What follows belongs to an exercise in optimizing a design on an open flow for small area and a short achievable clock period; a production flow would make more cautious choices. Only simulation tests tie the RTL to the original design; equivalence was not proved. Power is estimated from default activity; no workload was simulated. No driver is modelled on the clock port, so clocking that relies on it looks cheaper here than on a real chip.

`flow/flow/run.sh`:
```
#!/bin/bash
# Standard synthesis (for the register names), then the adder logic between
# the registers is replaced by the hand-mapped netlist from flow/gen.py, and
# the standard layout runs on it with smaller port buffers and a leaner
# clock tree.
set -euo pipefail
R=orfs/results/sky130hd/bcd_adder100_reg/base
bash standard.sh synth > synth.log 2>&1
cp $R/1_2_yosys.v std_1_2_yosys.v
python3 flow/gen.py $R/1_2_yosys.v 16 > gen.log 2>&1
rm -f $R/1_synth.odb $R/1_synth.sdc
bash standard.sh \
  "BUFFER_PORTS_ARGS=-buffer_cell sky130_fd_sc_hd__buf_1" \
  "CTS_ARGS=-sink_clustering_enable -repair_clock_nets -buf_list sky130_fd_sc_hd__clkbuf_16 -dont_use_dummy_load -sink_clustering_size 30 -sink_clustering_max_diameter 100" \
  finish > finish.log 2>&1
```
`flow/flow/gen.py`:
```
#!/usr/bin/env python3
"""Generate a hand-mapped sky130hd gate-level netlist of bcd_adder100_reg.

Usage: gen.py OUT.v

Registers are named as the standard Yosys synthesis names them
(\\a_r[i]$_DFF_P_ ...), all sky130_fd_sc_hd__dfxtp_1.  Between them is a
ripple of 100 BCD digit cells.  Each digit computes
  n = x[3:1] + y[3:1], k0 = carry out of bit 0 (with the carry in),
  sum = {n + k0 + 3*co (mod 8), x0 ^ y0 ^ ci},
and its carry co = t > 9 in one of three ways (PATTERN, one letter per digit):
  E  carry in true, carry out inverted: nco = a21oi(P', c, G)
  O  carry in inverted, carry out true:  co = o21ai(~P', ~c, ~G)
  S  carry in true, carry out true, through k0:  co = n3 | n2&(n1|n0|k0)
with G = n3 | n2&(n1|n0|x0&y0) and P' = n2&(x0|y0).  E and O digits keep the
carry chain to one gate per digit; S digits are smaller and slower.
"""
import sys

N = 100
# SLOWN S digits spread over the chain, each after an E-O pair
SLOWN = int(sys.argv[2]) if len(sys.argv) > 2 else 30
P = 'sky130_fd_sc_hd__'
lines = []
wires = set()
cnt = {}


def pattern():
    pat = []
    # spread SLOWN "EOS" blocks among (100 - 3*SLOWN)/2 "EO" blocks
    neo = (N - 3 * SLOWN) // 2
    assert 2 * neo + 3 * SLOWN == N
    blocks = SLOWN + neo
    acc = 0
    for k in range(blocks):
        acc += SLOWN
        if acc >= blocks:
            acc -= blocks
            pat += ['E', 'O', 'S']
        else:
            pat += ['E', 'O']
    assert len(pat) == N and pat.count('S') == SLOWN
    return pat


def w(n):
    wires.add(n)
    return n


def cell(typ, name, **pins):
    cnt[typ] = cnt.get(typ, 0) + 1
    ps = ', '.join('.%s(%s)' % (k, v) for k, v in pins.items())
    lines.append('  %s%s i_%s (%s);' % (P, typ, name, ps))


def esc(n):
    return '\\' + n + ' '


def digit(i, kind, c_chain, c_true):
    """c_chain: the chain input (true for E/S, inverted for O);
    c_true: the true carry in.  Returns (chain out, true carry out)."""
    a = ['a_r[%d]' % (4 * i + j) for j in range(4)]
    b = ['b_r[%d]' % (4 * i + j) for j in range(4)]
    s = ['sw[%d]' % (4 * i + j) for j in range(4)]
    p = 'd%d_' % i
    n0, h1, n1, h2, n2, n3, k0 = [w(p + t) for t in
                                  ('n0', 'h1', 'n1', 'h2', 'n2', 'n3', 'k0')]
    cell('fa_1', p + 'fa0', A=a[0], B=b[0], CIN=c_true, SUM=s[0], COUT=k0)
    cell('ha_1', p + 'ha1', A=a[1], B=b[1], SUM=n0, COUT=h1)
    cell('fa_1', p + 'fa2', A=a[2], B=b[2], CIN=h1, SUM=n1, COUT=h2)
    cell('fa_1', p + 'fa3', A=a[3], B=b[3], CIN=h2, SUM=n2, COUT=n3)
    if kind == 'S':
        y, co = w(p + 'y'), w(p + 'co')
        cell('o31ai_1', p + 'y', A1=n1, A2=n0, A3=k0, B1=n2, Y=y)
        cell('nand2b_1', p + 'co', A_N=n3, B=y, Y=co)
        out_chain, out_true = co, co
    elif kind == 'E':
        u, g, pp, nco, co = [w(p + t) for t in ('u', 'g', 'pp', 'nco', 'co')]
        cell('a211o_1', p + 'u', A1=a[0], A2=b[0], B1=n1, C1=n0, X=u)
        cell('a21o_1', p + 'g', A1=n2, A2=u, B1=n3, X=g)
        cell('o21a_1', p + 'pp', A1=a[0], A2=b[0], B1=n2, X=pp)
        cell('a21oi_1', p + 'nco', A1=pp, A2=c_chain, B1=g, Y=nco)
        cell('inv_1', p + 'co', A=nco, Y=co)
        out_chain, out_true = nco, co
    else:
        u, ng, npp, co = [w(p + t) for t in ('u', 'ng', 'npp', 'co')]
        cell('a211o_1', p + 'u', A1=a[0], A2=b[0], B1=n1, C1=n0, X=u)
        cell('a21oi_1', p + 'ng', A1=n2, A2=u, B1=n3, Y=ng)
        cell('o21ai_0', p + 'npp', A1=a[0], A2=b[0], B1=n2, Y=npp)
        cell('o21ai_1', p + 'co', A1=npp, A2=c_chain, B1=ng, Y=co)
        out_chain, out_true = co, co
    q1, q2 = w(p + 'q1'), w(p + 'q2')
    cell('fa_1', p + 'fs1', A=n0, B=k0, CIN=out_true, SUM=s[1], COUT=q1)
    cell('fa_1', p + 'fs2', A=n1, B=q1, CIN=out_true, SUM=s[2], COUT=q2)
    cell('xor2_1', p + 's3', A=n2, B=q2, X=s[3])
    return out_chain, out_true


def main():
    out = sys.argv[1]
    pat = pattern()
    c_chain = c_true = 'cin_r'
    pol = True
    for i, kind in enumerate(pat):
        assert pol == (kind in 'ES'), (i, kind)
        c_chain, c_true = digit(i, kind, c_chain, c_true)
        if kind == 'E':
            pol = False
        elif kind == 'O':
            pol = True
    last = c_true
    ff = []
    for k in range(400):
        ff.append('  %sdfxtp_1 %s (.CLK(clk), .D(a[%d]), .Q(a_r[%d]));' % (P, esc('a_r[%d]$_DFF_P_' % k), k, k))
    for k in range(400):
        ff.append('  %sdfxtp_1 %s (.CLK(clk), .D(b[%d]), .Q(b_r[%d]));' % (P, esc('b_r[%d]$_DFF_P_' % k), k, k))
    ff.append('  %sdfxtp_1 %s (.CLK(clk), .D(cin), .Q(cin_r));' % (P, esc('cin_r$_DFF_P_')))
    for k in range(400):
        ff.append('  %sdfxtp_1 %s (.CLK(clk), .D(sw[%d]), .Q(sum[%d]));' % (P, esc('sum[%d]$_DFF_P_' % k), k, k))
    ff.append('  %sdfxtp_1 %s (.CLK(clk), .D(%s), .Q(cout));' % (P, esc('cout$_DFF_P_'), last))
    with open(out, 'w') as f:
        f.write('module bcd_adder100_reg(clk, a, b, cin, sum, cout);\n')
        f.write('  input clk;\n  input [399:0] a;\n  input [399:0] b;\n  input cin;\n'
                '  output [399:0] sum;\n  output cout;\n')
        f.write('  wire [399:0] a_r;\n  wire [399:0] b_r;\n  wire [399:0] sw;\n  wire cin_r;\n')
        for n in sorted(wires):
            f.write('  wire %s;\n' % n)
        f.write('\n'.join(ff) + '\n')
        f.write('\n'.join(lines) + '\n')
        f.write('endmodule\n')
    sys.stderr.write(''.join(pat) + '\n' + repr(cnt) + '\n')


main()
```
`flow/standard.sh`:
```
#!/bin/bash
# synth_recipe.tcl (not shown) runs the flow's synth.tcl, then flattens the netlist and writes it again
# the make line also repeats each setting of config.mk as NAME=value (left out here)
make -C /OpenROAD-flow-scripts/flow DESIGN_CONFIG=/design/flow/config.mk WORK_HOME=/design/flow/orfs CLKGATE_MAP_FILE= SYNTH_SCRIPT=/design/flow/synth_recipe.tcl "${@:-finish}"
```
`flow/config.mk`:
```
export PLATFORM = sky130hd
export DESIGN_NAME = bcd_adder100_reg
export DESIGN_NICKNAME = bcd_adder100_reg
export VERILOG_FILES = /design/flow/design.v
export SDC_FILE = /design/flow/constraint.sdc
export NUM_CORES = 4
export LEC_CHECK = 0
export ABC_AREA = 1
export CAP_MARGIN = 20
export CORE_AREA = 5 5 407 407
export CTS_BUF_LIST = sky130_fd_sc_hd__clkbuf_16
export DIE_AREA = 0 0 412 412
export SLEW_MARGIN = 20
```
`flow/constraint.sdc`:
```
create_clock -name core_clock -period 200.0 [get_ports {clk}]
set_input_delay 40.0000 -clock core_clock [delete_from_list [all_inputs] [get_ports {clk}]]
set_output_delay 40.0000 -clock core_clock [all_outputs]
set_load 0.01 [all_outputs]
```
`flow/design.v`:
```
module bcd_adder100_reg (
    input          clk,
    input  [399:0] a,
    input  [399:0] b,
    input          cin,
    output reg [399:0] sum,
    output reg         cout
);
    reg  [399:0] a_r, b_r;
    reg          cin_r;
    wire [399:0] sum_w;
    wire         cout_w;
    top_module adder (
        .a(a_r),
        .b(b_r),
        .cin(cin_r),
        .cout(cout_w),
        .sum(sum_w)
    );
    always @(posedge clk) begin
        a_r   <= a;
        b_r   <= b;
        cin_r <= cin;
        sum   <= sum_w;
        cout  <= cout_w;
    end
endmodule

module top_module(
    input [399:0] a, b,
    input cin,
    output cout,
    output [399:0] sum );
    wire [100:0] c;
    assign c[0] = cin;
    genvar i;
    generate
        for (i = 0; i < 100; i = i + 1) begin : dig
            bcd_digit #(.SLOW(i % 10 == 4)) d (
                .x(a[4*i+3:4*i]),
                .y(b[4*i+3:4*i]),
                .ci(c[i]),
                .co(c[i+1]),
                .s(sum[4*i+3:4*i])
            );
        end
    endgenerate
    assign cout = c[100];
endmodule
module bcd_digit #(parameter SLOW = 0) (
    input [3:0] x, y,
    input ci,
    output co,
    output [3:0] s );
    wire k0 = (x[0] & y[0]) | (ci & (x[0] ^ y[0]));
    wire n0 = x[1] ^ y[1];
    wire h1 = x[1] & y[1];
    wire n1 = x[2] ^ y[2] ^ h1;
    wire h2 = (x[2] & y[2]) | (h1 & (x[2] ^ y[2]));
    wire n2 = x[3] ^ y[3] ^ h2;
    wire n3 = (x[3] & y[3]) | (h2 & (x[3] ^ y[3]));
    generate
        if (SLOW) begin : slow
            assign co = n3 | (n2 & (n1 | n0 | k0));
        end else begin : fast
            wire u  = (x[0] & y[0]) | n1 | n0;
            wire G  = n3 | (n2 & u);
            wire P  = n2 & (x[0] | y[0]);
            assign co = G | (P & ci);
        end
    endgenerate
    wire q1 = (n0 & k0) | (co & (n0 ^ k0));
    wire q2 = (n1 & co) | (q1 & (n1 ^ co));
    assign s[0] = x[0] ^ y[0] ^ ci;
    assign s[1] = n0 ^ k0 ^ co;
    assign s[2] = n1 ^ co ^ q1;
    assign s[3] = n2 ^ q2;
endmodule
```
==> results of run 1 <==
-- per-layer routing --
layer  vias up  global-route usage  routed length (um)
li1      10000                   -                   -
met1     11500               0.198               55700
met2       912               0.270               69100
met3       152              0.0524               13200
met4        28              0.0384                2820
met5         -                   0                 172
-- worst reg2reg max path, delay by kind of cell (launching register included) --
family	cells	cell delay [ps]
buffers and inverters	5	950
flip-flops	1	320
adder cells (fa/ha/maj)	21	9730
XOR/XNOR	1	260
AO/OA/AOI/OAI	101	24840
AND/OR/NAND/NOR	16	3380
-- path summary, 6_finish.rpt --
kind                                  startpoint                to  slack [ps]  cells past startpoint
worst max-delay path             sum[65]$_DFF_P_           sum[65]      158670                      1
worst max register to register    a_r[1]$_DFF_P_  sum[399]$_DFF_P_      160370                    144
worst min-delay path            b_r[252]$_DFF_P_  sum[252]$_DFF_P_         530                      1
worst min register to register  b_r[252]$_DFF_P_  sum[252]$_DFF_P_         530                      1
-- registers in the layout, summed over array words and instances (netlist names) --
register	cells
a_r	400
b_r	400
sum	400
cin_r	1
cout	1
-- final cells by class --
cell class | count | area [um^2]
well taps | 2160 | 2700
inverters | 42 | 158
multi-input cells | 1068 | 14600
diodes | 22 | 55.1
repair buffers | 1210 | 4570
fillers | 16500 | 113000
flip-flops and latches | 1202 | 24100
clock buffers | 51 | 1280
-- power by group through the flow --
stage | Combinational (mW) | Sequential [mW] | Clock, mW
6_report | 0.153 | 0.302 | 0.119
5_1_grt | 0.165 | 0.305 | 0.131
4_1_cts | 0.155 | 0.302 | 0.123
3_5_place_dp | 0.153 | 0.307 | 0
3_3_place_gp | 0.155 | 0.306 | 0
2_1_floorplan | 0.0484 | 0.320 | 0
==> qor.yml, run 1 <==
timing:
  whs_ps: 526
  fmax_mhz: 24.2
  setup_tns_ps: 0
  setup_violations: 0
  layout_min_cycle_time_ps: 41330
  finalWorstSetupSlack_ps: 158670
  hold_viol: 0
  fin_crit_sh: 0.207
  slew_violations: 0
  final.setup_skew_ps: 73.5
  rsz0062_at_grt: "no"
  worstMarginPinSlew_ps: 1300
  slew_headroom: 0.130
placed_design:
  hpwl_um: 124000
  dp_slack_ps: 159320
  port_buffers: 1202
  dp_cells: 5682
  place.gp.congestion: 0.977
  place_area_mm2: 0.0461
finish:
  area_growth_pct: 22.2
  post-route-util: 0.295
  layout_common_cells: "1,202 x dfxtp_1, 1,202 x buf_1, 500 x fa_1"
  final_area_mm2: 0.0474
  stdcell_count: 5755
  final_nets: 4977
  drive_above_1_share: 0.0165
clocking:
  cts-root-buf: "clkbuf_16"
  cts-buffers-inserted: 51
  htree_levels: 2
  cts.repair.resized: 0
  clk_latency_ps: 670
  clkSinkCount: 1202
  clock_path_buffers: 3
  post_cts_buffers: 0
  cts_tree: "built"
  cts.reportedPaths.clkPinSlew_ps: 110
  ctsHoldBuffers: 0
worst_setup_path:
  start_kind: "register"
  criticalPathCategory: "reg -> out"
  path_cells: "buf_1"
  path_max_fanout: 1
  crit_path_max_incr_delay_ps: 480
  cp_num_buf_inv: 1
  crit_path_end_kind: "output port"
  crit_family: "flip-flops"
  cp.arrival_ps: 1330
  cp.required_ps: 160000
  cp_slowest_cell: "dfxtp_1"
pwr:
  peakVddDrop_mv: 0.00872
  p_clk_frac: 0.207
  sequentialPowerShare: 0.526
  totalPowerFinal_uw: 573
  cellInternalPower_uw: 383
  power.static_leakage_nw: 17.8
  power_density_mw_per_mm2: 12.1
  power.switching_uw: 191
  combPwrFrac: 0.267
  swShare: 0.333
route:
  wirelength_um: 141000
  num_vias: 22600
  viasPerCell: 3.93
  drtPass1Iterations: 6
  wl_per_cell_um: 24.5
  drc: 0
  drtIter0Drc: 1589
  drtAntennaViolNets: 0
die:
  fp.coreArea_mm2: 0.161
  io-pin-count: 1203
  dieWidth_um: 412
  dieArea_mm2: 0.170
  die_h_um: 412
  start_util: 0.242
  num_rows: 147
logic_synthesis:
  syn_nets: 3714
  syn-cell-area_mm2: 0.0388
  yosys_warnings: 1
  synth_area_per_cell_um2: 16.8
  syn_inst: 2312
run_status:
  status: "complete, no violations"
global_routing:
  grt_first_pass_wirelength_um: 189000
  grt_antenna_before_repair: 55
  track_usage: 0.160
  overflow: 0
  grt_max_degree: 31
  grt_pass1_vias: 24800
flow_run:
  drv_cap: 0
worst_hold_path:
  hold_class: "reg -> reg"
==> run 2, diff against run 1 <==
--- a/flow/config.mk
+++ b/flow/config.mk
@@ -10,4 +10,5 @@
 export CORE_AREA = 5 5 407 407
 export CTS_BUF_LIST = sky130_fd_sc_hd__clkbuf_16
 export DIE_AREA = 0 0 412 412
+export GPL_TIMING_DRIVEN = 0
 export SLEW_MARGIN = 20
==> run 2 against run 1 <==
Still clean. Global-route usage down 0.19 points. Sequential share of layout area about the same. Via count shrank 1.6%. Hold slack worse by 59 ps. Non-clock buffer count fell by 8. Sequential power about the same. Critical path depth did not move. Combinational power shrank 7%.
==> qor.yml, run 2 <==
finish:
  final_nets: 4971  # -0.12%
  reg_top3: "a_r: 400 flops, b_r: 400 flops, sum: 400 flops"
  area_growth_pct: 22.2  # about the same
  layout_common_cells: "1,202 x dfxtp_1, 1,202 x buf_1, 500 x fa_1"
  post-route-util: 0.295  # about the same
  fill_cells: 16400  # -0.50%
  seq_area_mm2: 0.0241  # unchanged
  drive_above_1_share: 0.0151  # -0.00137
  multiInputGateArea_mm2: 0.0146  # about the same
logic_synthesis:
  yosys_warnings: 1  # unchanged
  syn-cell-area_mm2: 0.0388  # unchanged
  syn_inst: 2312  # unchanged
  synth_area_per_cell_um2: 16.8  # unchanged
  syn_nets: 3714  # unchanged
timing:
  slew_violations: 0  # unchanged
  rsz0062_at_grt: "no"
  finalWorstSetupSlack_ps: 158280  # -390 ps
  slew_headroom: 0.291  # +0.161
  worstMarginPinSlew_ps: 1060  # -244 ps
  final.setup_skew_ps: 111  # +37.4 ps
  fmax_mhz: 24.0  # -0.93%
  setup_violations: 0  # unchanged
  hold_viol: 0  # unchanged
  fin_crit_sh: 0.209  # +0.00195
  setup_tns_ps: 0  # unchanged
  layout_min_cycle_time_ps: 41720  # +390 ps
global_routing:
  overflow: 0  # unchanged
  grt_pass1_vias: 24300  # -2.1%
  grt_max_degree: 31  # unchanged
  grt_first_pass_wirelength_um: 186000  # -1.7%
  grt_antenna_before_repair: 59  # +7.3%
  track_usage: 0.158  # -0.00195
clocking:
  cts.reportedPaths.clkPinSlew_ps: 110  # about the same
  cts_tree: "built"
  post_cts_buffers: 0  # unchanged
  clk_latency_ps: 690  # +20 ps
  clock_path_buffers: 3  # unchanged
  htree_levels: 2  # unchanged
  clkSinkCount: 1202  # unchanged
  cts-root-buf: "clkbuf_16"
  cts.repair.resized: 0  # unchanged
  cts-buffers-inserted: 53  # +3.9%
  ctsHoldBuffers: 0  # unchanged
route:
  drtIter0Drc: 1084  # -32%
  wl_met1_um: 54600  # -2.0%
  drtAntennaViolNets: 0  # unchanged
  num_vias: 22300  # -1.6%
  wirelength_um: 139000  # -1.4%
  drc: 0  # unchanged
  viasPerCell: 3.87  # -1.6%
  drtPass1Iterations: 5  # -1
  routed.top_layer: "met5"
  wl_per_cell_um: 24.2  # -1.3%
  met3WireLength_um: 13900  # +5.4%
  met2_length_um: 65100  # -5.7%
placed_design:
  port_buffers: 1202  # unchanged
  place.gp.congestion: 0.947  # -3.1%
  dp_slack_ps: 158000  # -1320 ps
  hpwl_um: 122000  # -1.4%
worst_setup_path:
  cp_num_buf_inv: 1  # unchanged
  criticalPathCategory: "reg -> out"
  cp.arrival_ps: 1720  # +390 ps
  r2r_end: "sum[398]$_DFF_P_"
  cp.required_ps: 160000  # about the same
  worst-r2r-setup-slack_ps: 158890  # -1480 ps
  r2r_cells: 138  # -4.2%
  crit_path_end_kind: "output port"
  start_kind: "register"
  cp_slowest_cell: "buf_1"
  crit_path_max_incr_delay_ps: 670  # +190 ps
  crit_family: "buffers and inverters"
  path_cells: "buf_1"
  r2r_start: "a_r[1]$_DFF_P_"
  path_max_fanout: 1  # unchanged
worst_hold_path:
  hold_depth: 1  # unchanged
  hold_class: "reg -> reg"
  min_to: "sum[72]$_DFF_P_"
  hp-start: "a_r[72]$_DFF_P_"
die:
  die_h_um: 412  # unchanged
  fp.coreArea_mm2: 0.161  # unchanged
  io-pin-count: 1203  # unchanged
  start_util: 0.242  # unchanged
  dieWidth_um: 412  # unchanged
  num_rows: 147  # unchanged
  dieArea_mm2: 0.170  # unchanged
pwr:
  peakVddDrop_mv: 0.00730  # -16%
  power.static_leakage_nw: 17.8  # about the same
  power_density_mw_per_mm2: 12.0  # -0.84%
flow_run:
  drv_cap: 0  # unchanged
run_status:
  status: "complete, no violations"
[run 2: per-layer routing]
| metal | up-vias | global-route usage |
|---|---|---|
| li1 | 10000 | - |
| met1 | 11200 | 0.190 |
| met2 | 836 | 0.255 |
| met3 | 188 | 0.0629 |
| met4 | 24 | 0.0588 |
| met5 | - | 0.0132 |
[run 2: worst max-delay path by stage]
stage / from / endpoint / cells after the start
after detailed placement: a_r[1]$_DFF_P_ / sum[398]$_DFF_P_ / 138
after CTS: a_r[1]$_DFF_P_ / sum[398]$_DFF_P_ / 138
after floorplan: cout$_DFF_P_ / cout / 0
after global routing: a_r[1]$_DFF_P_ / sum[398]$_DFF_P_ / 138
final: sum[88]$_DFF_P_ / sum[88] / 1
after global placement: a_r[1]$_DFF_P_ / sum[398]$_DFF_P_ / 138
[run 2: power by group]
part           internal [mW]  switching [mW]
clock                 0.0474          0.0735
sequential             0.283          0.0219
combinational         0.0481          0.0948
total                  0.378           0.190
[run 2: layout make-up]
cell class,count,share of cell area
Sequential cell,1202,0.508
Multi-Input combinational cell,1068,0.307
Timing Repair Buffer,1202,0.0952
Tap cell,2160,0.0570
Clock buffer,53,0.0280
Inverter,42,0.00333
Antenna cell,26,0.00137
[run 2: metrics by stage]
step           hold WS, ps  instances  power, mW  area [um^2]
2_1_floorplan          488       2312      0.368        38800
3_3_place_gp           495       5674      0.454        46000
3_5_place_dp           501       5674      0.455        46000
4_1_cts                478       5727      0.578        47300
5_1_grt                506       5746      0.601        47400
6_report               467       5753      0.569        47400
==> run 3, diff against run 2 <==
--- a/flow/flow/run.sh
+++ b/flow/flow/run.sh
@@ -7,7 +7,7 @@
 R=orfs/results/sky130hd/bcd_adder100_reg/base
 bash standard.sh synth > synth.log 2>&1
 cp $R/1_2_yosys.v std_1_2_yosys.v
-python3 flow/gen.py $R/1_2_yosys.v 16 > gen.log 2>&1
+python3 flow/gen.py $R/1_2_yosys.v 18 > gen.log 2>&1
 rm -f $R/1_synth.odb $R/1_synth.sdc
 bash standard.sh \
   "BUFFER_PORTS_ARGS=-buffer_cell sky130_fd_sc_hd__buf_1" \
--- a/flow/config.mk
+++ b/flow/config.mk
@@ -10,5 +10,4 @@
 export CORE_AREA = 5 5 407 407
 export CTS_BUF_LIST = sky130_fd_sc_hd__clkbuf_16
 export DIE_AREA = 0 0 412 412
-export GPL_TIMING_DRIVEN = 0
 export SLEW_MARGIN = 20
==> run 3 against run 2 <==
Still clean. Maximum frequency rose by 1.0%. Core utilization hardly changed. Synthesized cell count fell by 0.22%. Final cell count grew 0.17%. Sequential power decreased by 1%. Clock skew fell by 22 ps. Via count increased by 1.0%. Non-clock buffer count grew 6. Design area is essentially flat. Global-route usage is 0.25 points lower.
==> qor.yml, run 3 <==
run_status:
  status: "complete, no violations"
clocking:
  clk_latency_ps: 670  # -20 ps
  htree_levels: 2  # unchanged
  clock_path_buffers: 3  # unchanged
  cts-buffers-inserted: 51  # -3.8%
  cts-root-buf: "clkbuf_16"
  cts.reportedPaths.clkPinSlew_ps: 120  # about the same
  cts_tree: "built"
  ctsHoldBuffers: 0  # unchanged
  clkSinkCount: 1202  # unchanged
  post_cts_buffers: 0  # unchanged
  cts.repair.resized: 0  # unchanged
global_routing:
  grt_max_degree: 31  # unchanged
  met3_usage: 0.0651  # +0.00217
  met2_usage: 0.255  # +0.000404
  grt_first_pass_wirelength_um: 184000  # -1.3%
  overflow: 0  # unchanged
  grt_pass1_vias: 24500  # +0.90%
  top_usage_layer: "met2"
  track_usage: 0.156  # -0.00246
  grt_antenna_before_repair: 64  # +8.5%
  use_met1: 0.183  # -0.00691
pwr:
  peakVddDrop_mv: 0.00917  # +26%
  power_density_mw_per_mm2: 12.0  # +0.42%
  power.static_leakage_nw: 17.8  # about the same
finish:
  fill_cells: 16400  # +0.27%
  reg_top3: "a_r: 400 flops, b_r: 400 flops, sum: 400 flops"
  drive_above_1_share: 0.0160  # +0.000846
  final_nets: 4970  # -0.020%
  layout_common_cells: "1,202 x dfxtp_1, 1,202 x buf_1, 500 x fa_1"
  final_area_mm2: 0.0474  # about the same
  area_growth_pct: 22.3  # about the same
route:
  wl_per_cell_um: 23.9  # -1.0%
  wirelength_um: 138000  # -0.87%
  num_vias: 22500  # +1.0%
  viasPerCell: 3.90  # +0.83%
  drtIter0Drc: 1490  # +37%
  drtAntennaViolNets: 0  # unchanged
  drtPass1Iterations: 5  # unchanged
  drc: 0  # unchanged
worst_setup_path:
  path_cells: "buf_1"
  worst-r2r-setup-slack_ps: 158810  # -80 ps
  crit_family: "flip-flops"
  cp.arrival_ps: 1310  # -410 ps
  cp_num_buf_inv: 1  # unchanged
  r2r_cells: 148  # +7.2%
  start_kind: "register"
  r2r_end: "sum[399]$_DFF_P_"
  cp.required_ps: 160000  # about the same
  crit_path_max_incr_delay_ps: 470  # -200 ps
  path_max_fanout: 1  # unchanged
  crit_path_end_kind: "output port"
  criticalPathCategory: "reg -> out"
  r2r_start: "a_r[1]$_DFF_P_"
  cp_slowest_cell: "dfxtp_1"
timing:
  rsz0062_at_grt: "no"
  slew_violations: 0  # unchanged
  fmax_mhz: 24.2  # +1.0%
  final.setup_skew_ps: 89.1  # -21.7 ps
  hold_viol: 0  # unchanged
  worstMarginPinSlew_ps: 1040  # -13.6 ps
  setup_violations: 0  # unchanged
  setup_tns_ps: 0  # unchanged
  fin_crit_sh: 0.207  # -0.00206
  slew_headroom: 0.302  # +0.0114
  layout_min_cycle_time_ps: 41310  # -413 ps
placed_design:
  place.gp.congestion: 0.932  # -1.6%
  place_area_mm2: 0.0460  # about the same
  port_buffers: 1202  # unchanged
  hpwl_um: 121000  # -0.90%
die:
  die_h_um: 412  # unchanged
  io-pin-count: 1203  # unchanged
  dieWidth_um: 412  # unchanged
  fp.coreArea_mm2: 0.161  # unchanged
  num_rows: 147  # unchanged
  start_util: 0.241  # about the same
  dieArea_mm2: 0.170  # unchanged
worst_hold_path:
  hold_class: "reg -> reg"
  hold_depth: 1  # unchanged
  min_to: "sum[268]$_DFF_P_"
  hp-start: "b_r[268]$_DFF_P_"
logic_synthesis:
  syn_nets: 3709  # -0.13%
  synth_area_per_cell_um2: 16.8  # +0.14%
  syn_inst: 2307  # -0.22%
  yosys_warnings: 1  # unchanged
  syn-cell-area_mm2: 0.0388  # about the same
flow_run:
  drv_cap: 0  # unchanged
run 3: per-stage QoR:
step / std cells / setup WS, ps / utilization / power (mW) / hold slack (ps)
finish: 5763 / 158700 / 0.295 / 0.571 / 494
global placement: 5675 / 158810 / 0.287 / 0.456 / 496
CTS: 5726 / 158420 / 0.295 / 0.576 / 510
global route: 5747 / 155760 / 0.295 / 0.598 / 551
detailed placement: 5675 / 158470 / 0.287 / 0.457 / 500
floorplan: 2307 / 159670 / - / 0.368 / 488
run 3: area by class of cell:
cell class | instances | area, um^2 | area share
clock buffer | 51 | 1280 | 0.0269
timing repair buffer | 1208 | 4560 | 0.0962
inverter | 41 | 154 | 0.00325
multi-input combinational | 1064 | 14500 | 0.307
tap | 2160 | 2700 | 0.0570
antenna | 37 | 92.6 | 0.00195
sequential | 1202 | 24100 | 0.508
run 3: power by group:
group | internal (mW) | switching (mW)
clock network | 0.0457 | 0.0733
logic | 0.0530 | 0.0978
registers | 0.283 | 0.0183
total | 0.382 | 0.189
run 3: worst max path at each step:
stage | from | to | cells after the start | slack, ps
after floorplan | cout$_DFF_P_ | cout | 0 | 159670
after global placement | a_r[1]$_DFF_P_ | sum[399]$_DFF_P_ | 148 | 158810
after detailed placement | a_r[1]$_DFF_P_ | sum[399]$_DFF_P_ | 148 | 158470
after CTS | a_r[1]$_DFF_P_ | sum[399]$_DFF_P_ | 148 | 158420
after global routing | a_r[1]$_DFF_P_ | sum[399]$_DFF_P_ | 148 | 155760
final | sum[228]$_DFF_P_ | sum[228] | 1 | 158700
run 3: layer usage:
layer | vias up | wire (um)
li1 | 10000 | -
met3 | 202 | 14000
met4 | 42 | 4540
met2 | 893 | 65600
met5 | - | 272
met1 | 11300 | 53400
==> run 4, diff against run 3 <==
--- a/flow/flow/run.sh
+++ b/flow/flow/run.sh
@@ -7,9 +7,12 @@
 R=orfs/results/sky130hd/bcd_adder100_reg/base
 bash standard.sh synth > synth.log 2>&1
 cp $R/1_2_yosys.v std_1_2_yosys.v
-python3 flow/gen.py $R/1_2_yosys.v 18 > gen.log 2>&1
+python3 flow/gen.py $R/1_2_yosys.v 26 > gen.log 2>&1
 rm -f $R/1_synth.odb $R/1_synth.sdc
+# each digit's pins together, in digit order around the die edge
+python3 flow/mkpins.py 412 $(pwd)/pins.tcl > pins.log 2>&1
 bash standard.sh \
+  "IO_CONSTRAINTS=$(pwd)/pins.tcl" \
   "BUFFER_PORTS_ARGS=-buffer_cell sky130_fd_sc_hd__buf_1" \
   "CTS_ARGS=-sink_clustering_enable -repair_clock_nets -buf_list sky130_fd_sc_hd__clkbuf_16 -dont_use_dummy_load -sink_clustering_size 30 -sink_clustering_max_diameter 100" \
   finish > finish.log 2>&1
==> flow/flow/mkpins.py (new file) <==
#!/usr/bin/env python3
"""Write place_pin commands that put each digit's pins together, in digit
order, around the die edge (bottom left->right, right bottom->top, top
right->left, left top->bottom).  Usage: mkpins.py DIE_SIZE OUT.tcl"""
import sys
D = float(sys.argv[1])
out = sys.argv[2]
M = 8.0            # keep clear of the corners
pins = ['cin']
for i in range(100):
    pins += ['a[%d]' % (4 * i + j) for j in range(4)]
    pins += ['b[%d]' % (4 * i + j) for j in range(4)]
    pins += ['sum[%d]' % (4 * i + j) for j in range(4)]
pins += ['cout']
# the clock in the middle of the bottom edge
pins.insert(len(pins) // 8, 'clk')
n = len(pins)
# pins per edge: the met3 (left/right) edges at two tracks (1.36 um) apart
nside = int((D - 2 * M) / 1.36) - 4
nbt = (n - 2 * nside + 1) // 2
counts = [nbt, nside, n - 2 * nside - nbt, nside]
lines = []
k = 0
for edge, cnt in enumerate(counts):
    L = D - 2 * M
    for j in range(cnt):
        t = (j + 0.5) * L / cnt
        p = pins[k]
        k += 1
        if edge == 0:
            x, y, layer = M + t, 0, 'met2'
        elif edge == 1:
            x, y, layer = D, M + t, 'met3'
        elif edge == 2:
            x, y, layer = D - M - t, D, 'met2'
        else:
            x, y, layer = 0, D - M - t, 'met3'
        if layer == 'met2':
            x = round((x - 0.23) / 0.46) * 0.46 + 0.23
        else:
            y = round((y - 0.34) / 0.68) * 0.68 + 0.34
        lines.append('place_pin -pin_name {%s} -layer %s -location {%.3f %.3f} -force_to_die_boundary' % (p, layer, x, y))
assert k == n
open(out, 'w').write('\n'.join(lines) + '\n')
==> run 4 against run 3 <==
Count of clock-buffer cells in the layout down 5. Critical path depth unchanged. Wire length down 37%. Non-clock buffer count down 6. Sequential share of layout area up 0.38 points. Clock power down 8%. Final cell count down 0.97%. Hold slack better by 28 ps. Design area down 0.73%. Flip-flop and latch count unchanged. Synthesized area down 0.30%. Combinational power down 21%. Highest routed layer unchanged.
==> qor.yml, run 4 <==
clocking:
  post_cts_buffers: 0  # unchanged
  cts_tree: "built"
  htree_levels: 2  # unchanged
  cts-root-buf: "clkbuf_16"
  cts-buffers-inserted: 46  # -9.8%
  cts.reportedPaths.clkPinSlew_ps: 110  # about the same
  clkSinkCount: 1202  # unchanged
  clk_latency_ps: 640  # -30 ps
  ctsHoldBuffers: 0  # unchanged
  clock_path_buffers: 3  # unchanged
  cts.repair.resized: 0  # unchanged
worst_setup_path:
  path_max_fanout: 1  # unchanged
  start_kind: "register"
  crit_family: "flip-flops"
  cp.required_ps: 160000  # about the same
  worst-r2r-setup-slack_ps: 159520  # +710 ps
  r2r_end: "sum[399]$_DFF_P_"
  crit_end: "sum[292]"
  cp.arrival_ps: 1210  # -100 ps
  r2r_start: "a_r[1]$_DFF_P_"
  path_cells: "buf_1"
  cp_num_buf_inv: 1  # unchanged
  r2r_cells: 159  # +7.4%
  crit_path_end_kind: "output port"
  criticalPathCategory: "reg -> out"
  cp_slowest_cell: "dfxtp_1"
  cp.depth: 1  # unchanged
  critPathLaunch: "sum[292]$_DFF_P_"
  crit_path_max_incr_delay_ps: 360  # -110 ps
route:
  num_vias: 20900  # -7.0%
  wl_per_cell_um: 15.2  # -37%
  wirelength_um: 86500  # -37%
  wl_met1_um: 33700  # -37%
  drtAntennaViolNets: 0  # unchanged
  drtPass1Iterations: 4  # -1
  drtIter0Drc: 678  # -54%
  met3WireLength_um: 7680  # -45%
  viasPerCell: 3.66  # -6.1%
  met2_length_um: 43000  # -34%
  routed.top_layer: "met5"
  drc: 0  # unchanged
pwr:
  power.static_leakage_nw: 17.7  # -0.75%
  combPwrFrac: 0.227  # -0.037
  swShare: 0.297  # -0.0349
  p_clk_frac: 0.208  # about the same
  totalPowerFinal_uw: 529  # -7.3%
  peakVddDrop_mv: 0.00796  # -13%
  power_density_mw_per_mm2: 11.2  # -6.6%
  cellInternalPower_uw: 372  # -2.5%
  power.switching_uw: 157  # -17%
  sequentialPowerShare: 0.565  # +0.038
timing:
  slew_violations: 0  # unchanged
  layout_min_cycle_time_ps: 41210  # -98.0 ps
  setup_tns_ps: 0  # unchanged
  rsz0062_at_grt: "no"
  setup_violations: 0  # unchanged
  whs_ps: 522  # +27.7 ps
  slew_headroom: 0.707  # +0.405
  worstMarginPinSlew_ps: 436  # -607 ps
  fmax_mhz: 24.3  # +0.24%
  fin_crit_sh: 0.206  # -0.000490
  hold_viol: 0  # unchanged
  finalWorstSetupSlack_ps: 158790  # +98.0 ps
  final.setup_skew_ps: 62.1  # -27.1 ps
die:
  dieWidth_um: 412  # unchanged
  dieArea_mm2: 0.170  # unchanged
  io-pin-count: 0  # -100%
  fp.coreArea_mm2: 0.161  # unchanged
  die_h_um: 412  # unchanged
  num_rows: 147  # unchanged
  start_util: 0.241  # -0.000717
logic_synthesis:
  syn_inst: 2287  # -0.87%
  synth_area_per_cell_um2: 16.9  # +0.57%
  syn-cell-area_mm2: 0.0386  # -0.30%
  yosys_warnings: 1  # unchanged
  syn_nets: 3689  # -0.54%
flow_run:
  drv_cap: 0  # unchanged
global_routing:
  grt_antenna_before_repair: 21  # -67%
  grt_pass1_vias: 23900  # -2.3%
  overflow: 0  # unchanged
  track_usage: 0.0967  # -0.0589
  grt_max_degree: 31  # unchanged
  grt_first_pass_wirelength_um: 131000  # -29%
finish:
  area_growth_pct: 21.7
  layout_common_cells: "1,202 x dfxtp_1, 1,202 x buf_1, 500 x fa_1"
  reg_top3: "a_r: 400 flops, b_r: 400 flops, sum: 400 flops"
  drive_above_1_share: 0.0130  # -0.00297
  final_nets: 4939  # -0.62%
placed_design:
  place.gp.congestion: 0.825  # -12%
  dp_slack_ps: 159470  # +997 ps
  hpwl_um: 72500  # -40%
  port_buffers: 1202  # unchanged
worst_hold_path:
  hold_class: "reg -> reg"
  hold_depth: 1  # unchanged
run_status:
  status: "complete, no violations"
[run 4: cell count changes in the layout (fill, tap and decap cells not counted), moves of 5 or more]
cell,delta
nand2b_1,+8
a21oi_1,-8
diode_2,-25
a211o_1,-8
clkbuf_16,-5
o31ai_1,+8
buf_4,-6
[run 4: through the flow]
step	utilization	cells	cell area, um^2
3_3_place_gp	0.286	5649	45900
2_1_floorplan	-	2287	38600
6_report	0.293	5707	47000
3_5_place_dp	0.286	5649	45900
5_1_grt	0.293	5703	47000
4_1_cts	0.293	5695	47000
[run 4: cell type report]
type	count	area, um^2
sequential	1202	24100
timing repair buffer	1202	4510
antenna	12	30.0
clock buffer	46	1150
multi-input combinational	1048	14400
tap	2160	2700
fill	16300	114000
inverter	37	139
[run 4: how the worst min path moves through the flow]
stage / startpoint / endpoint
final: b_r[136]$_DFF_P_ / sum[136]$_DFF_P_
after global routing: b_r[136]$_DFF_P_ / sum[136]$_DFF_P_
after CTS: b_r[136]$_DFF_P_ / sum[136]$_DFF_P_
after detailed placement: b_r[168]$_DFF_P_ / sum[168]$_DFF_P_
after global placement: b_r[92]$_DFF_P_ / sum[92]$_DFF_P_
after floorplan: b_r[104]$_DFF_P_ / sum[104]$_DFF_P_
[run 4: power groups by stage]
| stage | combinational, mW | sequential, mW | clock [mW] |
|---|---|---|---|
| 2_1_floorplan | 0.0478 | 0.319 | 0 |
| 3_3_place_gp | 0.122 | 0.304 | 0 |
| 3_5_place_dp | 0.121 | 0.305 | 0 |
| 4_1_cts | 0.123 | 0.300 | 0.116 |
| 5_1_grt | 0.135 | 0.303 | 0.124 |
| 6_report | 0.120 | 0.299 | 0.110 |
[run 4: metal layers]
metal,up-vias,track usage
met2,695,0.169
met3,113,0.0304
met4,20,0.0291
li1,9896,-
met5,-,0
met1,10200,0.113
==> run 5, diff against run 4 <==
--- a/flow/flow/run.sh
+++ b/flow/flow/run.sh
@@ -7,7 +7,7 @@
 R=orfs/results/sky130hd/bcd_adder100_reg/base
 bash standard.sh synth > synth.log 2>&1
 cp $R/1_2_yosys.v std_1_2_yosys.v
-python3 flow/gen.py $R/1_2_yosys.v 26 > gen.log 2>&1
+python3 flow/gen.py $R/1_2_yosys.v 24 > gen.log 2>&1
 rm -f $R/1_synth.odb $R/1_synth.sdc
 # each digit's pins together, in digit order around the die edge
 python3 flow/mkpins.py 412 $(pwd)/pins.tcl > pins.log 2>&1
==> run 5 against run 4 <==
Critical endpoint is now sum[9]. Die area is the same. Count of clock-buffer cells in the layout is the same. Design area is essentially flat. Core utilization is essentially flat. Still clean on timing, DRC and antenna. Clock skew shrank 28 ps. Sequential power is essentially flat. Critical path depth is the same. Final cell count is essentially flat. Non-clock buffer count is the same. Synthesized cell count grew 0.22%. Synthesized area is essentially flat.
==> qor.yml, run 5 <==
placed_design:
  place.gp.congestion: 0.794  # -3.8%
  hpwl_um: 72000  # -0.64%
  dp_slack_ps: 159460  # -11.0 ps
  port_buffers: 1202  # unchanged
logic_synthesis:
  syn_inst: 2292  # +0.22%
  syn-cell-area_mm2: 0.0387  # about the same
  syn_nets: 3694  # +0.14%
  synth_area_per_cell_um2: 16.9  # -0.14%
  yosys_warnings: 1  # unchanged
route:
  viasPerCell: 3.66  # -0.18%
  drtAntennaViolNets: 0  # unchanged
  wirelength_um: 86500  # about the same
  wl_per_cell_um: 15.1  # about the same
  num_vias: 20900  # -0.11%
  drtPass1Iterations: 4  # unchanged
  drc: 0  # unchanged
  drtIter0Drc: 784  # +16%
timing:
  rsz0062_at_grt: "no"
  whs_ps: 530  # +8.22 ps
  slew_headroom: 0.685  # -0.0219
  slew_violations: 0  # unchanged
  final.setup_skew_ps: 33.6  # -28.5 ps
  layout_min_cycle_time_ps: 41190  # -15.0 ps
  setup_violations: 0  # unchanged
  hold_viol: 0  # unchanged
  fin_crit_sh: 0.206  # about the same
  setup_tns_ps: 0  # unchanged
  finalWorstSetupSlack_ps: 158810  # +15.0 ps
  worstMarginPinSlew_ps: 469  # +32.7 ps
  fmax_mhz: 24.3  # about the same
clocking:
  clkSinkCount: 1202  # unchanged
  clk_latency_ps: 640  # about the same
  cts.repair.resized: 0  # unchanged
  post_cts_buffers: 0  # unchanged
  htree_levels: 2  # unchanged
  cts_tree: "built"
  cts.reportedPaths.clkPinSlew_ps: 110  # about the same
  clock_path_buffers: 3  # unchanged
  cts-root-buf: "clkbuf_16"
  ctsHoldBuffers: 0  # unchanged
  cts-buffers-inserted: 46  # unchanged
worst_hold_path:
  hold_depth: 1  # unchanged
  min_to: "sum[120]$_DFF_P_"
  hold_class: "reg -> reg"
  hp-start: "b_r[120]$_DFF_P_"
worst_setup_path:
  path_cells: "buf_1"
  crit_path_max_incr_delay_ps: 360  # about the same
  criticalPathCategory: "reg -> out"
  r2r_cells: 155  # -2.5%
  path_max_fanout: 1  # unchanged
  cp.required_ps: 160000  # about the same
  start_kind: "register"
  cp.arrival_ps: 1190  # -20 ps
  cp_num_buf_inv: 1  # unchanged
  cp_slowest_cell: "dfxtp_1"
  worst-r2r-setup-slack_ps: 159780  # +260 ps
  crit_family: "flip-flops"
  r2r_end: "sum[399]$_DFF_P_"
  crit_path_end_kind: "output port"
  r2r_start: "a_r[1]$_DFF_P_"
finish:
  drive_above_1_share: 0.0130  # -0.0000184
  reg_top3: "a_r: 400 flops, b_r: 400 flops, sum: 400 flops"
  final_nets: 4944  # +0.10%
  area_growth_pct: 21.7  # about the same
  layout_common_cells: "1,202 x dfxtp_1, 1,202 x buf_1, 500 x fa_1"
pwr:
  peakVddDrop_mv: 0.00949  # +19%
  power_density_mw_per_mm2: 11.2  # about the same
  power.static_leakage_nw: 17.7  # about the same
  sequentialPowerShare: 0.564  # about the same
  totalPowerFinal_uw: 529  # about the same
  swShare: 0.295  # -0.00139
  p_clk_frac: 0.209  # about the same
  combPwrFrac: 0.228  # about the same
  power.switching_uw: 156  # -0.45%
  cellInternalPower_uw: 373  # +0.22%
global_routing:
  track_usage: 0.0963  # -0.000441
  grt_antenna_before_repair: 16  # -24%
  grt_max_degree: 31  # unchanged
  overflow: 0  # unchanged
  grt_first_pass_wirelength_um: 130000  # -1.0%
  grt_pass1_vias: 23500  # -1.9%
die:
  dieArea_mm2: 0.170  # unchanged
  num_rows: 147  # unchanged
  start_util: 0.241  # about the same
  io-pin-count: 0  # unchanged
  die_h_um: 412  # unchanged
  fp.coreArea_mm2: 0.161  # unchanged
  dieWidth_um: 412  # unchanged
run_status:
  status: "complete, no violations"
flow_run:
  drv_cap: 0  # unchanged
run 5: stage by stage:
step	area, um^2	util	std cells
floorplan	38700	-	2292
global placement	45900	0.286	5654
detailed placement	45900	0.286	5654
CTS	47000	0.293	5700
global route	47000	0.293	5704
finish	47100	0.293	5711
run 5: power by group through the flow:
stage	Combinational (mW)	Clock [mW]	Sequential, mW
global placement	0.123	0	0.303
detailed placement	0.121	0	0.304
global route	0.135	0.124	0.303
finish	0.120	0.110	0.298
floorplan	0.0479	0	0.319
CTS	0.123	0.116	0.299
run 5: worst max-delay path by stage:
stage                           startpoint                to  slack (ps)  cells after the start
after global routing        a_r[1]$_DFF_P_  sum[399]$_DFF_P_      156020                    155
after global placement      sum[9]$_DFF_P_            sum[9]      159470                      1
after floorplan               cout$_DFF_P_              cout      159670                      0
final                       sum[9]$_DFF_P_            sum[9]      158810                      1
after detailed placement  sum[219]$_DFF_P_          sum[219]      159460                      1
after CTS                   sum[9]$_DFF_P_            sum[9]      158690                      1
run 5: area by class of cell:
type	instances	area (um^2)
fillers	16300	114000
flip-flops and latches	1202	24100
multi-input cells	1052	14500
repair buffers	1202	4510
well taps	2160	2700
clock buffers	46	1150
inverters	38	143
diodes	11	27.5
run 5: layer usage:
| metal | routed length, um | up-vias | GRT usage |
|---|---|---|---|
| met4 | 2020 | 24 | 0.0299 |
| met2 | 42300 | 686 | 0.165 |
| met1 | 34900 | 10100 | 0.117 |
| met5 | 139 | - | 0 |
| met3 | 7210 | 106 | 0.0273 |
| li1 | - | 9926 | - |
==> run 6, diff against run 5 <==
--- a/flow/flow/run.sh
+++ b/flow/flow/run.sh
@@ -7,7 +7,7 @@
 R=orfs/results/sky130hd/bcd_adder100_reg/base
 bash standard.sh synth > synth.log 2>&1
 cp $R/1_2_yosys.v std_1_2_yosys.v
-python3 flow/gen.py $R/1_2_yosys.v 24 > gen.log 2>&1
+python3 flow/gen.py $R/1_2_yosys.v 20 > gen.log 2>&1
 rm -f $R/1_synth.odb $R/1_synth.sdc
 # each digit's pins together, in digit order around the die edge
 python3 flow/mkpins.py 412 $(pwd)/pins.tcl > pins.log 2>&1
==> run 6 against run 5 <==
Combinational power is essentially flat. Highest routed layer unchanged. Flip-flop and latch count is the same. Maximum frequency is essentially flat. Largest power group unchanged. Clock skew grew 4.2 ps. Critical path depth is the same. Hold slack lost 4.7 ps.
==> qor.yml, run 6 <==
worst_setup_path:
  cp_slowest_cell: "dfxtp_1"
  start_kind: "register"
  cp.arrival_ps: 1220  # +30 ps
  cp_num_buf_inv: 1  # unchanged
  cp.required_ps: 160000  # about the same
  crit_path_end_kind: "output port"
  path_cells: "buf_1"
  crit_family: "flip-flops"
  criticalPathCategory: "reg -> out"
  path_max_fanout: 1  # unchanged
  crit_path_max_incr_delay_ps: 380  # +20 ps
timing:
  setup_violations: 0  # unchanged
  slew_headroom: 0.685  # about the same
  rsz0062_at_grt: "no"
  hold_viol: 0  # unchanged
  fmax_mhz: 24.3  # about the same
  setup_tns_ps: 0  # unchanged
  slew_violations: 0  # unchanged
  fin_crit_sh: 0.206  # about the same
  worstMarginPinSlew_ps: 469  # +0.238 ps
  final.setup_skew_ps: 37.8  # +4.16 ps
  layout_min_cycle_time_ps: 41220  # +27.0 ps
die:
  fp.coreArea_mm2: 0.161  # unchanged
  dieWidth_um: 412  # unchanged
  num_rows: 147  # unchanged
  dieArea_mm2: 0.170  # unchanged
  die_h_um: 412  # unchanged
  start_util: 0.241  # +0.000358
  io-pin-count: 0  # unchanged
pwr:
  peakVddDrop_mv: 0.00977  # +3.0%
  totalPowerFinal_uw: 530  # +0.18%
  power_density_mw_per_mm2: 11.2  # about the same
  power.static_leakage_nw: 17.7  # +0.13%
global_routing:
  grt_antenna_before_repair: 21  # +5
  track_usage: 0.0980  # +0.00172
  grt_first_pass_wirelength_um: 132000  # +2.0%
  grt_max_degree: 31  # unchanged
  grt_pass1_vias: 23800  # +1.7%
  overflow: 0  # unchanged
route:
  wl_per_cell_um: 15.2  # +0.53%
  viasPerCell: 3.67  # +0.24%
  wirelength_um: 87200  # +0.77%
  drtPass1Iterations: 6  # +2
  drtAntennaViolNets: 0  # unchanged
  drc: 0  # unchanged
  drtIter0Drc: 899  # +15%
  num_vias: 21000  # +0.49%
clocking:
  post_cts_buffers: 0  # unchanged
  clkSinkCount: 1202  # unchanged
  ctsHoldBuffers: 0  # unchanged
  cts.reportedPaths.clkPinSlew_ps: 110  # about the same
  clock_path_buffers: 3  # unchanged
  cts-root-buf: "clkbuf_16"
  cts-buffers-inserted: 46  # unchanged
  htree_levels: 2  # unchanged
  cts.repair.resized: 0  # unchanged
  cts_tree: "built"
  clk_latency_ps: 640  # about the same
finish:
  area_growth_pct: 21.7  # about the same
  post-route-util: 0.294  # +0.000421
  reg_top3: "a_r: 400 flops, b_r: 400 flops, sum: 400 flops"
  drive_above_1_share: 0.0130  # -0.0000366
  final_nets: 4954  # +0.20%
  layout_common_cells: "1,202 x dfxtp_1, 1,202 x buf_1, 500 x fa_1"
placed_design:
  place.gp.congestion: 0.802  # +1.0%
  port_buffers: 1202  # unchanged
  hpwl_um: 72600  # +0.83%
logic_synthesis:
  syn_nets: 3704  # +0.27%
  syn_inst: 2302  # +0.44%
  synth_area_per_cell_um2: 16.8  # -0.29%
  syn-cell-area_mm2: 0.0387  # +0.15%
  yosys_warnings: 1  # unchanged
worst_hold_path:
  hold_class: "reg -> reg"
run_status:
  status: "complete, no violations"
flow_run:
  drv_cap: 0  # unchanged
-- run 6: cell count changes in the layout (fill, tap and decap cells not counted) --
cell,previous run,this run
a211o_1,76,80
a21o_1,38,40
a21oi_1,76,80
diode_2,11,15
inv_1,38,40
nand2b_1,24,20
o21a_1,38,40
o21ai_0,38,40
o21ai_1,38,40
o31ai_1,24,20
-- run 6: routing by layer --
layer | track usage | wire (um) | part of all wire | up-vias
met1 | 0.119 | 34800 | 0.40 | 10100
met3 | 0.0277 | 7410 | 0.085 | 122
met4 | 0.0322 | 2290 | 0.026 | 18
met5 | 0 | 110 | 0.0013 | -
li1 | - | - | - | 9973
met2 | 0.168 | 42500 | 0.49 | 732
-- run 6: final cells by class --
cell class,count,area (um^2)
repair buffers,1202,4510
clock buffers,46,1150
flip-flops and latches,1202,24100
inverters,40,150
multi-input cells,1060,14500
well taps,2160,2700
fillers,16300,113000
diodes,15,37.5
-- run 6: worst paths after layout --
kind | cells past startpoint | slack, ps | startpoint | endpoint
worst max-delay path | 1 | 158780 | sum[290]$_DFF_P_ | sum[290]
worst min register to register | 1 | 530 | b_r[156]$_DFF_P_ | sum[156]$_DFF_P_
worst max register to register | 147 | 162230 | a_r[1]$_DFF_P_ | sum[399]$_DFF_P_
worst min-delay path | 1 | 530 | b_r[156]$_DFF_P_ | sum[156]$_DFF_P_
-- run 6: metrics by stage --
step	hold WS (ps)	cell area (um^2)	std cells	worst slack, ps
after CTS	529	47100	5710	158680
final	525	47100	5725	158780
after global placement	499	45900	5664	159440
after global routing	558	47100	5721	158660
after floorplan	488	38700	2302	159670
after detailed placement	502	45900	5664	159450
-- run 6: power by group --
part	internal [mW]	switching (mW)
Sequential	0.283	0.0161
Clock	0.0416	0.0688
Combinational	0.0487	0.0722
Total	0.373	0.157
==> run 7, diff against run 6 <==
--- a/flow/design.v
+++ b/flow/design.v
@@ -31,12 +31,13 @@
     input cin,
     output cout,
     output [399:0] sum );
+    localparam [99:0] SLOW_DIGITS = 100'h9084242109084212108484210;
     wire [100:0] c;
     assign c[0] = cin;
     genvar i;
     generate
         for (i = 0; i < 100; i = i + 1) begin : dig
-            bcd_digit #(.SLOW(i % 10 == 4)) d (
+            bcd_digit #(.SLOW(SLOW_DIGITS[i])) d (
                 .x(a[4*i+3:4*i]),
                 .y(b[4*i+3:4*i]),
                 .ci(c[i]),
--- a/flow/flow/run.sh
+++ b/flow/flow/run.sh
@@ -1,13 +1,14 @@
 #!/bin/bash
 # Standard synthesis (for the register names), then the adder logic between
-# the registers is replaced by the hand-mapped netlist from flow/gen.py, and
-# the standard layout runs on it with smaller port buffers and a leaner
-# clock tree.
+# the registers is replaced by the hand-mapped netlist from flow/gen.py (22
+# slow digits, as SLOW_DIGITS in the RTL), and the standard layout runs on it
+# with each digit's pins placed together around the die edge, smaller port
+# buffers and a leaner clock tree.
 set -euo pipefail
 R=orfs/results/sky130hd/bcd_adder100_reg/base
 bash standard.sh synth > synth.log 2>&1
 cp $R/1_2_yosys.v std_1_2_yosys.v
-python3 flow/gen.py $R/1_2_yosys.v 20 > gen.log 2>&1
+python3 flow/gen.py $R/1_2_yosys.v 22 > gen.log 2>&1
 rm -f $R/1_synth.odb $R/1_synth.sdc
 # each digit's pins together, in digit order around the die edge
 python3 flow/mkpins.py 412 $(pwd)/pins.tcl > pins.log 2>&1
--- a/flow/flow/gen.py
+++ b/flow/flow/gen.py
@@ -1,7 +1,7 @@
 #!/usr/bin/env python3
 """Generate a hand-mapped sky130hd gate-level netlist of bcd_adder100_reg.
 
-Usage: gen.py OUT.v
+Usage: gen.py OUT.v [NSLOW]
 
 Registers are named as the standard Yosys synthesis names them
 (\\a_r[i]$_DFF_P_ ...), all sky130_fd_sc_hd__dfxtp_1.  Between them is a
==> run 7 against run 6 <==
Still clean. Count of clock-buffer cells in the layout did not move. Sequential share of layout area rose by 0.050 points. Clock skew rose by 11 ps. Die area did not move. Combinational power barely moved. Hold slack got worse by 7.8 ps. Largest cell class unchanged. Highest routed layer unchanged.
==> qor.yml, run 7 <==
run_status:
  status: "complete, no violations"
placed_design:
  port_buffers: 1202  # unchanged
  place.gp.congestion: 0.810  # +1.0%
  hpwl_um: 72300  # -0.50%
  place_area_mm2: 0.0459  # about the same
clocking:
  cts.repair.resized: 0  # unchanged
  cts-root-buf: "clkbuf_16"
  clkSinkCount: 1202  # unchanged
  post_cts_buffers: 0  # unchanged
  cts-buffers-inserted: 46  # unchanged
  clock_path_buffers: 3  # unchanged
  ctsHoldBuffers: 0  # unchanged
  cts_tree: "built"
  cts.reportedPaths.clkPinSlew_ps: 110  # about the same
  clk_latency_ps: 640  # about the same
  htree_levels: 2  # unchanged
logic_synthesis:
  syn_nets: 3699  # -0.13%
  yosys_warnings: 1  # unchanged
  syn_inst: 2297  # -0.22%
  syn-cell-area_mm2: 0.0387  # about the same
  synth_area_per_cell_um2: 16.8  # +0.14%
finish:
  final_area_mm2: 0.0471  # about the same
  area_growth_pct: 21.7  # about the same
  drive_above_1_share: 0.0130  # +0.0000183
  fill_cells: 16300  # -0.043%
  multiInputGateArea_mm2: 0.0145  # -0.17%
  seq_area_mm2: 0.0241  # unchanged
  reg_top3: "a_r: 400 flops, b_r: 400 flops, sum: 400 flops"
  layout_common_cells: "1,202 x dfxtp_1, 1,202 x buf_1, 500 x fa_1"
  final_nets: 4949  # -0.10%
pwr:
  power.static_leakage_nw: 17.7  # about the same
  peakVddDrop_mv: 0.00829  # -15%
  power_density_mw_per_mm2: 11.2  # -0.13%
die:
  dieArea_mm2: 0.170  # unchanged
  fp.coreArea_mm2: 0.161  # unchanged
  start_util: 0.241  # about the same
  io-pin-count: 0  # unchanged
  die_h_um: 412  # unchanged
  dieWidth_um: 412  # unchanged
  num_rows: 147  # unchanged
timing:
  fin_crit_sh: 0.206  # about the same
  final.setup_skew_ps: 48.4  # +10.6 ps
  slew_violations: 0  # unchanged
  fmax_mhz: 24.3  # about the same
  layout_min_cycle_time_ps: 41210  # -14.0 ps
  setup_tns_ps: 0  # unchanged
  setup_violations: 0  # unchanged
  worstMarginPinSlew_ps: 456  # -12.9 ps
  slew_headroom: 0.694  # +0.00867
  hold_viol: 0  # unchanged
  rsz0062_at_grt: "no"
worst_setup_path:
  path_max_fanout: 1  # unchanged
  start_kind: "register"
  cp_num_buf_inv: 1  # unchanged
  cp.required_ps: 160000  # about the same
  path_cells: "buf_1"
  cp_slowest_cell: "dfxtp_1"
  critPathLaunch: "sum[301]$_DFF_P_"
  criticalPathCategory: "reg -> out"
  crit_path_end_kind: "output port"
  crit_path_max_incr_delay_ps: 330  # -50 ps
  cp.arrival_ps: 1210  # about the same
  crit_family: "flip-flops"
  r2r_start: "a_r[1]$_DFF_P_"
flow_run:
  drv_cap: 0  # unchanged
global_routing:
  track_usage: 0.0969  # -0.00113
  overflow: 0  # unchanged
  grt_antenna_before_repair: 10  # -52%
  grt_max_degree: 31  # unchanged
  grt_pass1_vias: 23700  # -0.59%
  grt_first_pass_wirelength_um: 131000  # -0.97%
route:
  drtIter0Drc: 807  # -10%
  drc: 0  # unchanged
  wl_per_cell_um: 15.1  # -0.60%
  viasPerCell: 3.67  # +0.17%
  num_vias: 21000  # -0.043%
  drtAntennaViolNets: 0  # unchanged
  drtPass1Iterations: 4  # -2
  wirelength_um: 86500  # -0.81%
worst_hold_path:
  hold_class: "reg -> reg"
  hp-start: "b_r[108]$_DFF_P_"
run 7: worst paths after layout:
path	end	slack [ps]	depth (start not counted)
setup / recovery	sum[301]	158800	1
hold / removal	sum[108]$_DFF_P_	520	1
setup reg to reg	sum[399]$_DFF_P_	160980	151
hold reg to reg	sum[108]$_DFF_P_	520	1
run 7: layer usage:
| metal | track usage | vias up | part of all wire |
|---|---|---|---|
| met1 | 0.118 | 10200 | 0.40 |
| li1 | - | 9936 | - |
| met5 | 0 | - | 0.0012 |
| met2 | 0.168 | 697 | 0.49 |
| met4 | 0.0257 | 16 | 0.020 |
| met3 | 0.0282 | 89 | 0.087 |
run 7: area by class of cell:
cell class	instances	area share
multi-input cells	1056	0.308
flip-flops and latches	1202	0.511
clock buffers	46	0.0244
inverters	39	0.00311
well taps	2160	0.0574
diodes	8	0.000425
repair buffers	1202	0.0958
run 7: stage by stage:
step / hold slack (ps) / setup slack [ps] / power, mW / util / cells
2_1_floorplan: 488 / 159670 / 0.368 / - / 2297
3_3_place_gp: 497 / 159460 / 0.426 / 0.286 / 5659
3_5_place_dp: 501 / 159470 / 0.425 / 0.286 / 5659
4_1_cts: 524 / 158700 / 0.538 / 0.293 / 5705
5_1_grt: 540 / 157170 / 0.562 / 0.293 / 5707
6_report: 518 / 158800 / 0.529 / 0.293 / 5713
run 7: where the power goes:
part | internal (mW) | total (mW) | switching (mW)
combinational | 0.0485 | 0.120 | 0.0717
sequential | 0.283 | 0.299 | 0.0159
clock | 0.0416 | 0.110 | 0.0686
total | 0.373 | 0.529 | 0.156
==> run 8, diff against run 7 <==
--- a/flow/flow/run.sh
+++ b/flow/flow/run.sh
@@ -11,7 +11,7 @@
 python3 flow/gen.py $R/1_2_yosys.v 22 > gen.log 2>&1
 rm -f $R/1_synth.odb $R/1_synth.sdc
 # each digit's pins together, in digit order around the die edge
-python3 flow/mkpins.py 412 $(pwd)/pins.tcl > pins.log 2>&1
+python3 flow/mkpins.py 380 $(pwd)/pins.tcl > pins.log 2>&1
 bash standard.sh \
   "IO_CONSTRAINTS=$(pwd)/pins.tcl" \
   "BUFFER_PORTS_ARGS=-buffer_cell sky130_fd_sc_hd__buf_1" \
--- a/flow/config.mk
+++ b/flow/config.mk
@@ -7,7 +7,7 @@
 export LEC_CHECK = 0
 export ABC_AREA = 1
 export CAP_MARGIN = 20
-export CORE_AREA = 5 5 407 407
+export CORE_AREA = 5 5 375 375
 export CTS_BUF_LIST = sky130_fd_sc_hd__clkbuf_16
-export DIE_AREA = 0 0 412 412
+export DIE_AREA = 0 0 380 380
 export SLEW_MARGIN = 20
==> run 8 against run 7 <==
Still clean on timing, DRC and antenna. Combinational power about the same. Global-route usage grew 2.9 points. Synthesized area unchanged. Hold slack improved by 1.7 ps. First-iteration DRC count decreased by 19%. Non-clock buffer count stayed put. Flip-flop and latch count unchanged. Sequential share of layout area increased by 0.43 points. Via count increased by 1.2%. Largest cell class unchanged. Highest routed layer unchanged.
==> qor.yml, run 8 <==
logic_synthesis:
  syn_nets: 3699  # unchanged
  syn-cell-area_mm2: 0.0387  # unchanged
  yosys_warnings: 1  # unchanged
  syn_inst: 2297  # unchanged
  synth_area_per_cell_um2: 16.8  # unchanged
clocking:
  clkSinkCount: 1202  # unchanged
  ctsHoldBuffers: 0  # unchanged
  cts_tree: "built"
  post_cts_buffers: 0  # unchanged
  clock_path_buffers: 3  # unchanged
  clk_latency_ps: 640  # about the same
  cts-root-buf: "clkbuf_16"
  cts.reportedPaths.clkPinSlew_ps: 110  # about the same
  htree_levels: 2  # unchanged
  cts-buffers-inserted: 48  # +4.3%
  cts.repair.resized: 0  # unchanged
route:
  met3WireLength_um: 6590  # -13%
  viasPerCell: 3.97  # +8.1%
  drtPass1Iterations: 4  # unchanged
  wl_per_cell_um: 17.3  # +14%
  wirelength_um: 92500  # +7.0%
  drtIter0Drc: 654  # -19%
  drc: 0  # unchanged
  num_vias: 21200  # +1.2%
  wl_met1_um: 35400  # +2.2%
  drtAntennaViolNets: 0  # unchanged
  routed.top_layer: "met5"
  met2_length_um: 48000  # +13%
worst_setup_path:
  critPathLaunch: "sum[306]$_DFF_P_"
  cp_slowest_cell: "dfxtp_1"
  crit_path_max_incr_delay_ps: 360  # +30 ps
  path_cells: "buf_1"
  criticalPathCategory: "reg -> out"
  r2r_cells: 151  # unchanged
  crit_path_end_kind: "output port"
  cp.depth: 1  # unchanged
  worst-r2r-setup-slack_ps: 160320  # -660 ps
  crit_family: "flip-flops"
  start_kind: "register"
  r2r_start: "a_r[1]$_DFF_P_"
  cp_num_buf_inv: 1  # unchanged
  cp.arrival_ps: 1230  # +20 ps
  cp.required_ps: 160000  # about the same
  path_max_fanout: 1  # unchanged
global_routing:
  grt_first_pass_wirelength_um: 142000  # +8.6%
  grt_max_degree: 31  # unchanged
  overflow: 0  # unchanged
  track_usage: 0.125  # +0.0286
  grt_pass1_vias: 23900  # +1.0%
  grt_antenna_before_repair: 32  # +22
pwr:
  peakVddDrop_mv: 0.00942  # +14%
  sequentialPowerShare: 0.559  # -0.005
  power.switching_uw: 159  # +2.1%
  power.static_leakage_nw: 17.7  # +0.14%
  power_density_mw_per_mm2: 11.4  # +1.8%
  p_clk_frac: 0.211  # +0.003
  combPwrFrac: 0.230  # +0.003
  swShare: 0.299  # +0.00334
  cellInternalPower_uw: 375  # +0.50%
placed_design:
  port_buffers: 1202  # unchanged
  hpwl_um: 78000  # +8.0%
  place.gp.congestion: 0.808  # -0.26%
  place_area_mm2: 0.0454  # -1.0%
timing:
  slew_violations: 0  # unchanged
  slew_headroom: 0.677  # -0.0167
  hold_viol: 0  # unchanged
  fin_crit_sh: 0.206  # about the same
  fmax_mhz: 24.3  # about the same
  setup_violations: 0  # unchanged
  final.setup_skew_ps: 74.7  # +26.2 ps
  rsz0062_at_grt: "no"
  setup_tns_ps: 0  # unchanged
  layout_min_cycle_time_ps: 41230  # +23.0 ps
  worstMarginPinSlew_ps: 481  # +24.9 ps
finish:
  multiInputGateArea_mm2: 0.0145  # unchanged
  drive_above_1_share: 0.0135  # +0.000557
  final_nets: 4951  # +0.040%
  reg_top3: "a_r: 400 flops, b_r: 400 flops, sum: 400 flops"
  seq_area_mm2: 0.0241  # unchanged
  layout_common_cells: "1,202 x dfxtp_1, 1,202 x buf_1, 500 x fa_1"
  area_growth_pct: 20.7
  fill_cells: 13400  # -18%
  final_area_mm2: 0.0467  # -0.83%
run_status:
  status: "complete, no violations"
flow_run:
  drv_cap: 0  # unchanged
die:
  dieArea_mm2: 0.144  # -15%
  die_h_um: 380  # -7.8%
  start_util: 0.285  # +0.0439
  fp.coreArea_mm2: 0.136  # -15%
  dieWidth_um: 380  # -7.8%
  io-pin-count: 0  # unchanged
  num_rows: 135  # -8.2%
worst_hold_path:
  hp-start: "b_r[76]$_DFF_P_"
  hold_class: "reg -> reg"
  hold_depth: 1  # unchanged
-- run 8: cell count changes in the layout (fill, tap and decap cells not counted), sizes merged --
cell	delta
clkbuf	+2
diode	+13
-- run 8: metal layers --
layer	global-route usage	up-vias
met1	0.144	10400
met3	0.0340	130
met5	0	-
met4	0.0385	24
li1	-	9963
met2	0.228	693
-- run 8: cell type report --
type | instances | area share
well taps | 1781 | 0.0477
inverters | 39 | 0.00314
clock buffers | 48 | 0.0257
diodes | 21 | 0.00113
flip-flops and latches | 1202 | 0.515
multi-input cells | 1056 | 0.310
repair buffers | 1202 | 0.0966
-- run 8: metrics by stage --
| stage | util | worst slack, ps | cells | power, mW | hold WS [ps] |
|---|---|---|---|---|---|
| 4_1_cts | 0.343 | 158670 | 5328 | 0.542 | 526 |
| 3_5_place_dp | 0.335 | 159460 | 5280 | 0.427 | 498 |
| 3_3_place_gp | 0.335 | 159450 | 5280 | 0.428 | 497 |
| 5_1_grt | 0.344 | 156700 | 5347 | 0.566 | 542 |
| 6_report | 0.344 | 158770 | 5349 | 0.534 | 519 |
| 2_1_floorplan | - | 159670 | 2297 | 0.368 | 488 |
-- run 8: final timing paths --
kind / endpoint
min: sum[76]$_DFF_P_
max: sum[306]
max reg2reg: sum[399]$_DFF_P_
min reg2reg: sum[76]$_DFF_P_
-- run 8: power by group through the flow --
stage	Combinational [mW]	Clock, mW	Sequential, mW
after detailed placement	0.124	0	0.304
after global routing	0.137	0.126	0.303
after floorplan	0.0480	0	0.319
after global placement	0.125	0	0.303
after CTS	0.125	0.118	0.299
final	0.123	0.113	0.299

port drivers added, routing unchanged:
The flow's constraints put no driver on any port. The routed layouts listed below were extracted and timed again, unchanged, in two steps.
Step 1 assumes that a clkbuf_16 drives the clock port and a buf_2 every other input.
Step 2 moves the port delays by t, midway between the first and last clock arrival at a register: inputs arrive t later, outputs are due t later. That takes back most of the time a late clock gives input paths.
a / b / c = ideal ports / drivers / drivers and shift; a / b = the first two.
run	shift t [ns]	setup slack, ns	clock arrival spread, ns
run 1	0.713	158.672 / 158.590 / 159.303	0.073 / 0.074
run 2	0.719	158.282 / 158.202 / 158.889	0.111 / 0.111
run 3	0.701	158.695 / 158.620 / 158.814	0.090 / 0.090
run 4	0.661	158.793 / 158.740 / 159.401	0.062 / 0.062
run 5	0.674	158.808 / 158.758 / 159.432	0.034 / 0.034
run 6	0.671	158.781 / 158.730 / 159.401	0.040 / 0.040
run 7	0.672	158.795 / 158.740 / 159.413	0.049 / 0.049
run 8	0.655	158.772 / 158.721 / 159.377	0.077 / 0.077
After both steps every run listed still meets setup and hold.
